Background: an optimization exercise with open tools, aiming at small area. Do not read the settings as production practice. Only simulation tests tie the RTL to the original design; equivalence was not proved. The flow treats the clock pin as an ideal source. Dropping or thinning the clock tree relies on that and would not hold on a real chip. Power is estimated from default activity; no workload was simulated.

== oak ==
==> module top_level, before the edit <==
module top_level
  (input wire clk, reset,
   input wire [7:0] d,
   output wire servo, pwm,
   output wire [7:0] leds
  );
  reg [2:0] s_hi;
  reg       s_lo31;
  always @(posedge clk, posedge reset)
    if (reset) begin
      s_hi   <= 3'd0;
      s_lo31 <= 1'b0;
    end else begin
      s_hi   <= d[7:5];
      s_lo31 <= &d[4:0];
    end
  genvar i;
  generate
    for (i = 0; i < 8; i = i + 1) begin : g_leds
      assign leds[i] = (s_hi > i) || ((s_hi == i) && s_lo31);
    end
  endgenerate
  reg [5:0] c;
  reg [5:0] q;
  reg [6:0] a;
  reg [4:0] b;
  wire [11:0] ab = {b, a};
  wire c1  = (~c[0] & c[1] & ~c[3] & c[4]);
  wire c2  = (~c[1] & c[2] & ~c[4] & c[5]);
  wire c3  = (c[0] & ~c[2] & c[3] & ~c[5]);
  wire c48 = (~c[0] & c[1] & c[2] & c[3] & ~c[4]);
  wire q1  = (~q[0] & ~q[1] & ~q[2] & ~q[3] & ~q[5]);
  wire q2  = (q[0] & ~q[1] & ~q[2] & ~q[4] & q[5]);
  wire q7  = (q[0] & ~q[1] & q[2] & q[3] & q[4] & q[5]);
  wire q23 = (~q[0] & q[1] & q[2] & ~q[3] & ~q[5]);
  wire qx  = (~q[0] & q[1] & ~q[2] & ~q[3] & ~q[4]) | (~q[0] & ~q[1] & ~q[2] & ~q[3] & q[4]);
  wire rt   = c1 & q1;
  wire fire = c2 & q2 & (ab[0] & ab[1] & ab[2] & ab[3] & ab[4] & ~ab[5] & ~ab[6] & ~ab[7] & ab[8] & ab[9] & ~ab[10] & ab[11]);
  always @(posedge clk, posedge reset)
    if (reset)
      c <= 6'd59;
    else
      c <= {c[4], c[3], c[2], c[1], c[0], ((c[5] ^ c[4]) | c48)};
  always @(posedge clk, posedge reset)
    if (reset)
      q <= 6'd8;
    else
      q <= {q[4], q[3], (q[2] | q1), q[1], q[0], (q[5] ^ q[4])};
  always @(posedge clk, posedge reset)
    if (reset) begin
      a <= 7'd102;
      b <= 5'd6;
    end else begin
      a <= {a[5], a[4], a[3], a[2], (a[1] & ~fire), a[0], ~(a[6] ^ a[2])};
      b <= {b[3], b[2], b[1], (b[0] | fire), ~(b[4] ^ b[1])};
    end
  reg [1:0] succ;
  reg       servo_reg;
  wire      hit = c48 & ~qx & (d > 8'd75);
  always @(posedge clk, posedge reset)
    if (reset) begin
      succ      <= 2'd0;
      servo_reg <= 1'b0;
    end else if (rt) begin
      succ      <= 2'd0;
      servo_reg <= succ[1] & ~succ[0];
    end else if (hit)
      succ <= {succ[1] | succ[0], ~succ[1]};
  assign servo = servo_reg;
  reg dsel;         
  reg pwm_reg;
  always @(posedge clk)
    if (rt & ~pwm_reg)
      dsel <= servo_reg;
  wire off1 = c3 & q23 & (~ab[4] & ~ab[5] & ~ab[8]);
  wire off0 = c3 & q7 & (ab[0] & ~ab[1] & ~ab[4]);
  always @(posedge clk, posedge reset)
    if (reset)
      pwm_reg <= 1'b0;
    else if (fire)
      pwm_reg <= 1'b1;
    else if (dsel ? off1 : off0)
      pwm_reg <= 1'b0;
  assign pwm = pwm_reg;
endmodule
==> flow/config.mk <==
export PLATFORM = sky130hd
export DESIGN_NAME = top_level
export DESIGN_NICKNAME = top_level
export VERILOG_FILES = /design/flow/design.v
export SDC_FILE = /design/flow/constraint.sdc
export NUM_CORES = 4
export LEC_CHECK = 0
export CAP_MARGIN = 0
export CORE_MARGIN = 2
export CORE_UTILIZATION = 40
export PLACE_DENSITY = 0.9
export SLEW_MARGIN = 0
==> flow/constraint.sdc <==
create_clock -name core_clock -period 20.0 [get_ports {clk}]
set_input_delay 4.0000 -clock core_clock [delete_from_list [all_inputs] [get_ports {clk}]]
set_output_delay 4.0000 -clock core_clock [all_outputs]
set_load 0.01 [all_outputs]
standard.sh (not shown) runs the stock make flow with config.mk's settings and CLKGATE_MAP_FILE= SYNTH_SCRIPT=/design/flow/synth_recipe.tcl, a recipe that flattens the netlist after the stock synthesis.
==> flow/flow/run.sh <==
#!/bin/bash
# The standard layout, with two changes:
#  - each port's buffer is a sky130_fd_sc_hd__buf_1 (buffer_ports -buffer_cell)
#  - the clock tree is a single clock buffer between the clock port and all
#    registers (flow/cts_hook.tcl, sourced by ORFS before its CTS command)
set -euo pipefail
export BUFFER_PORTS_ARGS="-buffer_cell sky130_fd_sc_hd__buf_1"
export PRE_CTS_TCL="$PWD/flow/cts_hook.tcl"
bash standard.sh finish > standard_flow.log 2>&1
==> flow/flow/cts_hook.tcl <==
# Sourced by ORFS's cts.tcl just before it runs clock_tree_synthesis: the
# design has few registers, so one buffer (buf_12), placed at the centre of
# the registers it drives, replaces the H-tree.
rename clock_tree_synthesis _orfs_clock_tree_synthesis
proc clock_tree_synthesis { args } {
  set block [ord::get_db_block]
  set n 0; set sx 0; set sy 0
  foreach inst [$block getInsts] {
    if { [[$inst getMaster] isSequential] } {
      set bb [$inst getBBox]
      set sx [expr { $sx + ([$bb xMin] + [$bb xMax]) / 2 }]
      set sy [expr { $sy + ([$bb yMin] + [$bb yMax]) / 2 }]
      incr n
    }
  }
  set dbu [$block getDbUnitsPerMicron]
  set x [expr { double($sx) / $n / $dbu }]
  set y [expr { double($sy) / $n / $dbu }]
  puts "cts_hook: one buf_12 for $n registers at ($x, $y)"
  insert_buffer -buffer_cell sky130_fd_sc_hd__buf_12 -net clk -location [list $x $y] -buffer_name clkbuf_root -net_name clk_root
  set_propagated_clock [all_clocks]
}
## Diff of input files: pine against oak
-- flow/design.v --
<<< oak, line 31
  wire c48 = (~c[0] & c[1] & c[2] & c[3] & ~c[4]);
  wire q1  = (~q[0] & ~q[1] & ~q[2] & ~q[3] & ~q[5]);
  wire q2  = (q[0] & ~q[1] & ~q[2] & ~q[4] & q[5]);
  wire q7  = (q[0] & ~q[1] & q[2] & q[3] & q[4] & q[5]);
  wire q23 = (~q[0] & q[1] & q[2] & ~q[3] & ~q[5]);
  wire qx  = (~q[0] & q[1] & ~q[2] & ~q[3] & ~q[4]) | (~q[0] & ~q[1] & ~q[2] & ~q[3] & q[4]);
  wire rt   = c1 & q1;
  wire fire = c2 & q2 & (ab[0] & ab[1] & ab[2] & ab[3] & ab[4] & ~ab[5] & ~ab[6] & ~ab[7] & ab[8] & ab[9] & ~ab[10] & ab[11]);
  always @(posedge clk, posedge reset)
    if (reset)
>>> pine, line 31
  wire c48 = (~c[0] & c[1] & c[2] & c[3] & ~c[4]);
  wire q1  = (~q[0] & ~q[1] & ~q[2] & ~q[3] & ~q[5]);
  wire q2  = (q[0] & ~q[1] & ~q[2] & ~q[3] & q[5]);
  wire q7  = (q[0] & ~q[1] & q[2] & q[3] & q[4] & q[5]);
  wire q23 = (~q[0] & q[1] & q[2] & ~q[3] & ~q[5]);
  wire qx  = (~q[0] & q[1] & ~q[2] & ~q[3] & ~q[4]) | (~q[0] & ~q[1] & ~q[2] & ~q[3] & q[4]);
  wire rt   = c1 & q1;
  wire fire = c2 & q2 & (ab[0] & ~ab[1] & ab[2] & ~ab[3] & ab[4] & ab[5] & ab[6] & ~ab[7] & ab[8] & ~ab[9] & ~ab[10] & ab[11]);
  always @(posedge clk, posedge reset)
    if (reset)
<<< oak, line 46
      q <= 6'd8;
    else
      q <= {q[4], q[3], (q[2] | q1), q[1], q[0], (q[5] ^ q[4])};
  always @(posedge clk, posedge reset)
    if (reset) begin
      a <= 7'd102;
      b <= 5'd6;
    end else begin
      a <= {a[5], a[4], a[3], a[2], (a[1] & ~fire), a[0], ~(a[6] ^ a[2])};
      b <= {b[3], b[2], b[1], (b[0] | fire), ~(b[4] ^ b[1])};
    end
  reg [1:0] succ;
>>> pine, line 46
      q <= 6'd8;
    else
      q <= {q[4], (q[3] | q2), q[2], q[1], q[0], (q[5] ^ q[4])};
  always @(posedge clk, posedge reset)
    if (reset) begin
      a <= 7'd24;
      b <= 5'd0;
    end else begin
      a <= {a[5], (a[4] & ~fire), a[3], a[2], a[1], a[0], ~(a[6] ^ a[5])};
      b <= {b[3], (b[2] | fire), b[1], b[0], ~(b[4] ^ b[1])};
    end
  reg [1:0] succ;
<<< oak, line 73
    if (rt & ~pwm_reg)
      dsel <= servo_reg;
  wire off1 = c3 & q23 & (~ab[4] & ~ab[5] & ~ab[8]);
  wire off0 = c3 & q7 & (ab[0] & ~ab[1] & ~ab[4]);
  always @(posedge clk, posedge reset)
    if (reset)
>>> pine, line 73
    if (rt & ~pwm_reg)
      dsel <= servo_reg;
  wire off1 = c3 & q23 & (~ab[2] & ~ab[6] & ~ab[11]);
  wire off0 = c3 & q7 & (~ab[3] & ab[5] & ~ab[9]);
  always @(posedge clk, posedge reset)
    if (reset)
--- outcome ---
- In terms of chip height, pine and oak differ only marginally.
- pine has cell count after placement above what oak had.
- Compared with oak, pine shows setup slack lower by 4.0 ps.
- Taking oak as the reference, in pine synthesized cell count grew by 1.1%; sequential power held steady.
- Measured against each other, pine and oak differ in fraction of final layout cells with drive strength greater than 1, the lower figure coming from pine.
- Summary of pine over oak: layout overhead on the synthesized area stayed essentially flat, synthesized area divided by synthesized cell count -1.3%, design area held.
- Diff pine..oak | die area | negligible
No run of this note takes its clock network from TritonCTS; it comes from the design's own scripts or RTL.

afterwards: timing with drivers on the ports:
How much do the figures lean on ideal ports? The routed layouts below were timed once more, with nothing changed but the port constraints. Step 1 (the two cells are an assumption about what drives the block):
set clk [get_ports {clk}]
set_driving_cell -lib_cell sky130_fd_sc_hd__clkbuf_16 $clk
set_driving_cell -lib_cell sky130_fd_sc_hd__buf_2 [delete_from_list [all_inputs] $clk]
Step 2 moves the port delays by t, midway between the first and last clock arrival at a register: inputs arrive t later, outputs are due t later. That takes back most of the time a late clock gives input paths. Three values: ideal, step 1, step 2; two values: the first two.
run	t (ns)	setup WS [ns]	latest minus earliest clock arrival (ns)
oak	0.170	14.974 / 14.946 / 15.062	0.003 / 0.003
pine	0.171	14.970 / 14.938 / 15.039	0.005 / 0.006
After both steps setup and hold are still met in every run listed.
